From an optimization exercise on the open Yosys and OpenROAD flow, aimed at small area; shortcuts taken in it are not production practice.
The RTL was checked by simulation tests, not by an equivalence proof against the original design.

==> flow/design.v (outline; a module is shown in full before it is edited, if it fits) <==
// module fadd: 4 lines
// module incb: 3 lines
// module cgen: 3 lines
// module top_module: 11038 lines
module top_module #(parameter N = 31, M = 31) (
  input signed [N:0] a, input signed [N:0] b, input signed [N:0] p, input signed [N:0] q,
  input clk, input rst, rst1,
  output signed [N:0] af, output signed [N:0] bf, output signed [N:0] pf, output signed [N:0] qf,
  output [M:0] output_angle_vec, output [M:0] output_angle_rot);
  // ...
==> flow/flow/run.sh <==
#!/bin/bash
# Own flow: the standard layout (standard.sh, unchanged synthesis and steps), with
#  - port buffers made from the smallest buffer cell instead of clkdlybuf4s50_1, and
#  - the clock tree built without dummy loads and with larger leaf clusters.
# Every ORFS step writes its full log under orfs/logs/; this script's own output goes to
# run_flow.log in the work folder.
set -euo pipefail
exec > >(tee -a run_flow.log) 2>&1
export BUFFER_PORTS_ARGS="-buffer_cell sky130_fd_sc_hd__buf_1"
export CTS_ARGS="-sink_clustering_enable -repair_clock_nets -dont_use_dummy_load -buf_list sky130_fd_sc_hd__clkbuf_16 -sink_clustering_size 24 -sink_clustering_max_diameter 80"
bash standard.sh
==> flow/standard.sh <==
#!/bin/bash
# synth_recipe.tcl (not shown) runs the flow's synth.tcl, then flattens the netlist and writes it again
# the make line also repeats each setting of config.mk as NAME=value (left out here)
make -C /OpenROAD-flow-scripts/flow DESIGN_CONFIG=/design/flow/config.mk WORK_HOME=/design/flow/orfs CLKGATE_MAP_FILE= SYNTH_SCRIPT=/design/flow/synth_recipe.tcl "${@:-finish}"
==> flow/config.mk <==
export PLATFORM = sky130hd
export DESIGN_NAME = top_module
export DESIGN_NICKNAME = top_module
export VERILOG_FILES = /design/flow/design.v
export SDC_FILE = /design/flow/constraint.sdc
export NUM_CORES = 4
export LEC_CHECK = 0
export CAP_MARGIN = 20
export CORE_MARGIN = 2
export CORE_UTILIZATION = 40
export GPL_TIMING_DRIVEN = 0
export PLACE_DENSITY = 0.6
export SLEW_MARGIN = 20
export SYNTH_HIERARCHICAL = 1
==> flow/constraint.sdc <==
create_clock -name core_clock -period 8.0 [get_ports {clk}]
set_input_delay 1.6000 -clock core_clock [delete_from_list [all_inputs] [get_ports {clk}]]
set_output_delay 1.6000 -clock core_clock [all_outputs]
set_load 0.01 [all_outputs]
==> impl_metrics.json, run 1 <==
{
  "cp_slowest_cell": "fa_1",
  "placed_area_sq_mm": 0.172,
  "grtUsageMet1_pct": 24.6,
  "sh_seq_area_pct": 30.6,
  "timing.final.ws_setup_ps": 172,
  "fin_setup_tns_ps": 0,
  "die_x_um": 643,
  "cp_data_arrival_time_ps": 8600,
  "multi_input_area_share_pct": 59.3,
  "grt_pass1_vias": 97900,
  "grt-ovfl-total": 0,
  "synth_area_leaders": "dfxtp_1, fa_1, xnor2_1",
  "status": "complete, no violations",
  "maxCapViolations": 0,
  "totalWireLength_um": 364000,
  "cts.path.max_buffers": 4,
  "synth_top_area_share_pct": 33.4,
  "syn_avg_cell_area_sq_um": 12.5,
  "rsz0062_at_grt": "yes",
  "muxShareOfSynthArea_pct": 0.116,
  "start_kind": "register",
  "r2r_start": "rot_y15[3]",
  "post-place-ws_ps": -2100,
  "place_inst": 18800,
  "path_depth": 20,
  "final_cells": 19100
}
==> inputs of run 2 (changes only) <==
--- a/flow/config.mk
+++ b/flow/config.mk
@@ -10,3 +10,2 @@
 export CORE_UTILIZATION = 40
-export GPL_TIMING_DRIVEN = 0
 export PLACE_DENSITY = 0.6
==> run 2 against run 1 <==
Compared with the run above:
- critical path depth rose by 1
- via count is 0.83% lower
- synthesized cell count stayed put
- clock skew down 28 ps
- register-to-register slack better by 96 ps
- worst hold slack worse by 39 ps
- non-clock buffer count is 32 lower
- first-iteration DRC count grew 3.1%
- die area is the same
- critical endpoint is now qf_r[27]
- highest routed layer unchanged
==> impl_metrics.json, run 2 <==
{
  "status": "complete, no violations",
  "via_per_inst": 4.69,
  "report.final.setup_viol": 0,
  "dieArea_sq_mm": 0.413,
  "yosysSeqAreaShare_pct": 33.4,
  "tightest_slew_ps": 1080,
  "grt_first_pass_wirelength_um": 563000,
  "ff2ff_setup_slack_ps": 270,
  "ys.flop_type": "dfxtp_1",
  "route.detailed.drc": 0,
  "wl_per_cell_um": 18.5,
  "synth_area_leaders": "dfxtp_1, fa_1, xnor2_1",
  "htree_num_levels": 4,
  "crit_chain": "fa_1 -> fa_1 -> fa_1 -> fa_1 -> fa_2 -> fa_2 -> fa_1 -> fa_1 -> fa_2 -> fa_1 -> fa_1 -> fa_1 -> fa_2 -> fa_2 -> fa_2 -> and4_1 -> a41oi_1 -> buf_4 -> nor3_1 -> or2_2 -> a211oi_1",
  "finalClockSkew_ps": 105,
  "grt_use_met2_pct": 29.1,
  "min-delay-start": "vec_d7[7]",
  "grt_use_total_pct": 17.4,
  "numCtsBuffers": 157,
  "r2r_start": "rot_y15[3]",
  "maxSlewViolCount": 0,
  "path_class": "reg -> reg",
  "fmax_mhz": 129,
  "synth.top_cells.by_count": "dfxtp_1, fa_1, xnor2_1, xor2_1, ha_1",
  "cpPeakStageDelay_ps": 570,
  "start_util_pct": 40.2,
  "dp_hpwl_um": 293000,
  "yosysWarnings": 7,
  "synthArstFlopShare_pct": 0,
  "final_cell_mix": "dfxtp_1, fa_1, xnor2_1, xor2_1, ha_1",
  "root_buffer": "clkbuf_16",
  "clkLatencyLatePin_ps": 890,
  "fin_setup_tns_ps": 0,
  "timing.hold.worst_endpoint": "vec_d8[7]",
  "die_h_um": 643,
  "cts_tree": "done",
  "antenna_found_initial": 8,
  "hold_viol_final": 0,
  "r2r-end": "qf_r[27]",
  "relSlewSlack_pct": 27.5,
  "synth_cell_types": 71,
  "netlist_area_sq_mm": 0.163,
  "final_common_cell": "dfxtp_1",
  "synth_top_area_cell": "dfxtp_1",
  "layout-drive-gt1-share_pct": 4.91,
  "vias": 89200,
  "endpoint_kind": "register",
  "io_buffers": 320,
  "totalWireLength_um": 352000,
  "cp_common_cell": "fa_1",
  "core_sq_mm": 0.406,
  "rows": 234,
  "ios": 323,
  "cts_sinks": 2725,
  "gp_congestion": 0.928,
  "fin_crit_ps": 7730,
  "crit_required_ps": 8770,
  "holdPathStages": 0,
  "synthCells": 13000,
  "grt-busiest-layer": "met2",
  "cp_data_arrival_time_ps": 8500,
  "area_growth_pct": 8.67,
  "yosysMostFrequentCell": "dfxtp_1",
  "drtPass1Iterations": 6,
  "initialDrtViolationCount": 4389,
  "ant_nets": 0,
  "grt-ovfl-total": 0,
  "clk_pin_slew_worst_paths_ps": 90,
  "cts.path.max_buffers": 4,
  "synth_edf_count": 0,
  "grt_util_met3_pct": 2.09,
  "start_kind": "register",
  "ff2ff_path_depth": 21,
  "synth_seq_cells": 2725,
  "fillers": 37800,
  "grt_max_degree": 92,
  "grt_pass1_vias": 97400,
  "fin_nets": 17200,
  "path_max_fanout": 4,
  "timing.final.ws_setup_ps": 268,
  "post-place-ws_ps": -42.7,
  "fin_crit_sh_pct": 96.7,
  "hold_class": "reg -> reg",
  "cp_slowest_cell": "fa_1",
  "syn_avg_cell_area_sq_um": 12.5,
  "die_x_um": 643,
  "synth_top_area_share_pct": 33.4,
  "maxCapViolations": 0,
  "grtUsageMet1_pct": 23.9
}
-- run 2: what timing repair did --
item	4_1_cts	5_1_grt
hold buffers	0	0
resized for setup	3	38
pin swaps	0	7
cloned	0	0
setup buffers	0	5
hold endpoints to repair	0	0
setup endpoints to repair	4	104
-- run 2: cell families after synthesis --
| kind of cell | after synthesis | share of synthesized area [%] |
|---|---|---|
| other | 2 | 0.00460 |
| buffers and inverters | 995 | 2.46 |
| AOI/OAI and AO/OA | 588 | 2.43 |
| DFF | 2725 | 33.4 |
| muxes | 19 | 0.116 |
| adders and majority gates | 3484 | 38.6 |
| and+or+nand+nor | 2173 | 6.66 |
| xor gates and xnor gates | 3028 | 16.3 |
-- run 2: worst max-delay path by stage --
stage,from,endpoint,slack (ps),cells past startpoint
after floorplan,angv_r[22],rot_x15[26],10,24
after global placement,rot_x15[3],pf_r[27],9,20
after detailed placement,vec_x15[3],af_r[23],-40,21
after CTS,rot_y15[3],qf_r[27],1,21
after global routing,rot_x15[3],pf_r[31],-7,22
final,rot_y15[3],qf_r[27],270,21
-- run 2: metal layers --
layer | up-vias | part of all wire (%) | routed length, um
met1 | 44600 | 46 | 162000
li1 | 42800 | - | -
met2 | 1292 | 47 | 167000
met5 | - | 0.0037 | 13
met4 | 2 | 3.0 | 10500
met3 | 462 | 3.7 | 12900
-- run 2: cell type report --
type,instances,area (sq um),share of cell area (%)
inverters,724,2720,1.53
clock buffers,157,3930,2.21
repair buffers,686,4190,2.36
diodes,5,12.5,0.00705
multi-input cells,9308,105000,59.3
flip-flops and latches,2725,54600,30.8
well taps,5428,6790,3.83
-- run 2: worst max-delay path, delay by kind of cell, from the launching register on --
kind / cells / cell delay (ps)
AOI/OAI and AO/OA: 2 / 440
adders and majority gates: 15 / 6040
buffers and inverters: 1 / 160
DFF: 1 / 350
and+or+nand+nor: 3 / 620
-- run 2: Yosys stat by module (local to each module, per instance) --
module,cell area (sq um),cells,times used
top_module,112000,10400,1
fadd,20.0,1,2585
-- run 2: stage by stage --
| step | hold WS, ps | util, % | cells | instance area (sq um) |
|---|---|---|---|---|
| after detailed placement | 312 | 42.6 | 18900 | 173000 |
| after CTS | 230 | 43.6 | 19000 | 177000 |
| after global routing | 263 | 43.7 | 19000 | 177000 |
| after global placement | 310 | 42.6 | 18900 | 173000 |
| after floorplan | 310 | - | 13000 | 163000 |
| final | 255 | 43.7 | 19000 | 177000 |
==> inputs of run 3 (changes only) <==
--- a/flow/flow/run.sh
+++ b/flow/flow/run.sh
@@ -9,3 +9,4 @@
 export BUFFER_PORTS_ARGS="-buffer_cell sky130_fd_sc_hd__buf_1"
-export CTS_ARGS="-sink_clustering_enable -repair_clock_nets -dont_use_dummy_load -buf_list sky130_fd_sc_hd__clkbuf_16 -sink_clustering_size 24 -sink_clustering_max_diameter 80"
+export CTS_ARGS="-sink_clustering_enable -repair_clock_nets -dont_use_dummy_load -buf_list sky130_fd_sc_hd__clkbuf_16 -sink_clustering_size 30 -sink_clustering_max_diameter 100"
+export RECOVER_POWER=100
 bash standard.sh
==> run 3 against run 2 <==
Compared with the run above:
- the layout now fails its checks (max-capacitance violations, max-slew violations)
- synthesized cell count stayed put
- clock-buffer cell count shrank 36
- highest routed layer is now met4
- critical endpoint unchanged
- routed wire length shrank 0.48%
- largest cell class unchanged
- fmax fell by 0.11%
==> impl_metrics.json, run 3 <==
{
  "status": "failed layout checks",
  "so_faults": "max-capacitance violations, max-slew violations",
  "synthArstFlopShare_pct": 0,
  "yosysWarnings": 7,
  "final_common_cell": "dfxtp_1",
  "root_buffer": "clkbuf_16",
  "fin_crit_ps": 7740,
  "hold_class": "reg -> reg",
  "ff2ff_setup_slack_ps": 260,
  "via_per_inst": 4.68,
  "fin_crit_sh_pct": 96.8,
  "finalClockSkew_ps": 171,
  "syn_avg_cell_area_sq_um": 12.5,
  "initialDrtViolationCount": 4413,
  "hold_viol_final": 0,
  "die_x_um": 643,
  "drtPass1Iterations": 7,
  "dp_hpwl_um": 293000,
  "fin_setup_tns_ps": 0,
  "cp_data_arrival_time_ps": 8550,
  "synth_area_leaders": "dfxtp_1, fa_1, xnor2_1",
  "crit_required_ps": 8810,
  "grt_use_total_pct": 17.3,
  "synth_top_area_cell": "dfxtp_1",
  "core_sq_mm": 0.406,
  "dieArea_sq_mm": 0.413,
  "holdPathStages": 0,
  "numCtsBuffers": 121,
  "grt-ovfl-total": 0,
  "path_class": "reg -> reg",
  "antenna_found_initial": 6,
  "start_util_pct": 40.2,
  "vias": 88800,
  "min-delay-start": "vec_d10[9]",
  "ys.flop_type": "dfxtp_1",
  "maxSlewViolCount": 40,
  "fin_nets": 17200,
  "cts.path.max_buffers": 4,
  "tightest_slew_ps": 1640,
  "start_kind": "register",
  "grt_pass1_vias": 97000,
  "ff2ff_path_depth": 21,
  "placed_area_sq_mm": 0.173,
  "rows": 234,
  "wl_per_cell_um": 18.4,
  "post-place-ws_ps": -42.7,
  "cts_sinks": 2725,
  "totalWireLength_um": 351000,
  "synth.top_cells.by_count": "dfxtp_1, fa_1, xnor2_1, xor2_1, ha_1",
  "postLayoutCellArea_sq_mm": 0.176,
  "endpoint_kind": "register",
  "yosysMostFrequentCell": "dfxtp_1",
  "holdWs_ps": 288,
  "clk_pin_slew_worst_paths_ps": 110,
  "r2r_start": "rot_y15[3]",
  "yosysSeqAreaShare_pct": 33.4,
  "path_max_fanout": 4,
  "netlist_area_sq_mm": 0.163,
  "clkLatencyLatePin_ps": 980,
  "ctsHoldBuffers": 0,
  "r2r-end": "qf_r[27]",
  "area_growth_pct": 8.09,
  "maxCapViolations": 2,
  "synth_cell_types": 71,
  "grt_max_degree": 92,
  "final_cell_mix": "dfxtp_1, fa_1, xnor2_1, xor2_1, ha_1",
  "gp_congestion": 0.928,
  "cts_tree": "done",
  "htree_num_levels": 3,
  "ios": 323,
  "layout-drive-gt1-share_pct": 4.49,
  "fmax_mhz": 129,
  "fillers": 37900,
  "timing.hold.worst_endpoint": "vec_d11[9]",
  "route.detailed.drc": 0,
  "synth_seq_cells": 2725,
  "relSlewSlack_pct": -9.29,
  "synthCells": 13000,
  "grt_first_pass_wirelength_um": 560000,
  "die_h_um": 643,
  "io_buffers": 320,
  "synth_edf_count": 0,
  "report.final.setup_viol": 0,
  "synth_top_area_share_pct": 33.4,
  "ant_nets": 0,
  "timing.final.ws_setup_ps": 259
}
==> run 3: cells by family after synthesis <==
family | after synthesis | share of synthesized area (%)
multiplexers | 19 | 0.116
AND/OR/NAND/NOR | 2173 | 6.66
flip-flops | 2725 | 33.4
AO/OA/AOI/OAI | 588 | 2.43
buffers and inverters | 995 | 2.46
other | 2 | 0.00460
adder cells (fa/ha/maj) | 3484 | 38.6
XOR/XNOR | 3028 | 16.3
==> run 3: layer usage <==
metal / share of wire, % / track usage [%]
met5: 0 / 0
met4: 2.7 / 4.23
met3: 3.3 / 1.84
met2: 48 / 29.1
met1: 46 / 23.9
==> run 3: worst max-delay path by stage <==
stage               start          end  slack (ps)  cells after the start
6_report       rot_y15[3]     qf_r[27]         260                     21
5_1_grt        vec_x15[3]     af_r[23]          -3                     21
4_1_cts        rot_y15[3]     qf_r[27]          50                     21
3_5_place_dp   vec_x15[3]     af_r[23]         -40                     21
3_3_place_gp   rot_x15[3]     pf_r[27]           9                     20
2_1_floorplan  angv_r[22]  rot_x15[26]          10                     24
==> run 3: area by class of cell <==
type / instances / area [sq um] / share of cell area (%)
Sequential cell: 2725 / 54600 / 30.9
Clock buffer: 121 / 3030 / 1.72
Timing Repair Buffer: 688 / 4160 / 2.36
Inverter: 724 / 2720 / 1.54
Multi-Input combinational cell: 9308 / 105000 / 59.6
Antenna cell: 8 / 20.0 / 0.0113
Tap cell: 5428 / 6790 / 3.85
==> run 3: repair_timing <==
action | 4_1_cts | 5_1_grt
endpoints found under the hold margin | 0 | 0
gates cloned | 0 | 0
pin swaps | 0 | 5
resized for setup | 4 | 38
setup endpoints to repair | 6 | 84
setup buffers | 0 | 7
==> run 3: modules after synthesis (local to each module, per instance) <==
| module | flops+latches | area [sq um] |
|---|---|---|
| fadd | 0 | 20.0 |
| top_module | 2725 | 112000 |
==> run 3: critical path, cell delays in order, from the launching register on <==
cell and delay (ps):
dfxtp_1 350, fa_1 570, fa_1 430, fa_1 470, fa_1 450, fa_2 370
fa_2 350, fa_1 390, fa_1 390, fa_2 360, fa_1 380, fa_1 390
fa_1 390, fa_1 400, fa_2 360, fa_2 370, and4_1 240, a41oi_1 210
buf_4 170, nor3_1 80, or2_2 300, a211oi_1 220
==> run 3: per-stage QoR <==
stage	instances	util, %
floorplan	13000	-
global placement	18900	42.6
detailed placement	18900	42.6
CTS	19000	43.4
global route	19000	43.4
finish	19000	43.4

==> static timing again, ports no longer ideal <==
In the flow no input, the clock included, has a driving cell. The finished layouts below were timed again as built, in two steps.
Step 1 (the two cells are an assumption about what drives the block):
set clk [get_ports {clk}]
set_driving_cell -lib_cell sky130_fd_sc_hd__clkbuf_16 $clk
set_driving_cell -lib_cell sky130_fd_sc_hd__buf_2 [delete_from_list [all_inputs] $clk]
Step 2 times the ports against the registers' clock, not the clock port: input delays grow and output delays shrink by t, the midpoint of the rising clock arrivals with the driver on.
a / b / c = no drivers / after step 1 / after step 2; a / b = the first two.
run | t, ns | setup WS [ns] | latest minus earliest clock arrival (ns)
run 1 | 0.941 | 0.172 / 0.172 / -0.383 | 0.146 / 0.146
run 2 | 0.957 | 0.268 / 0.268 / 0.268 | 0.122 / 0.122
run 3 | 1.000 | 0.259 / 0.259 / -0.176 | 0.175 / 0.175
The setup slack of run 1, which loses most, moves by 0.000 ns with the drivers and by -0.555 ns with both steps.
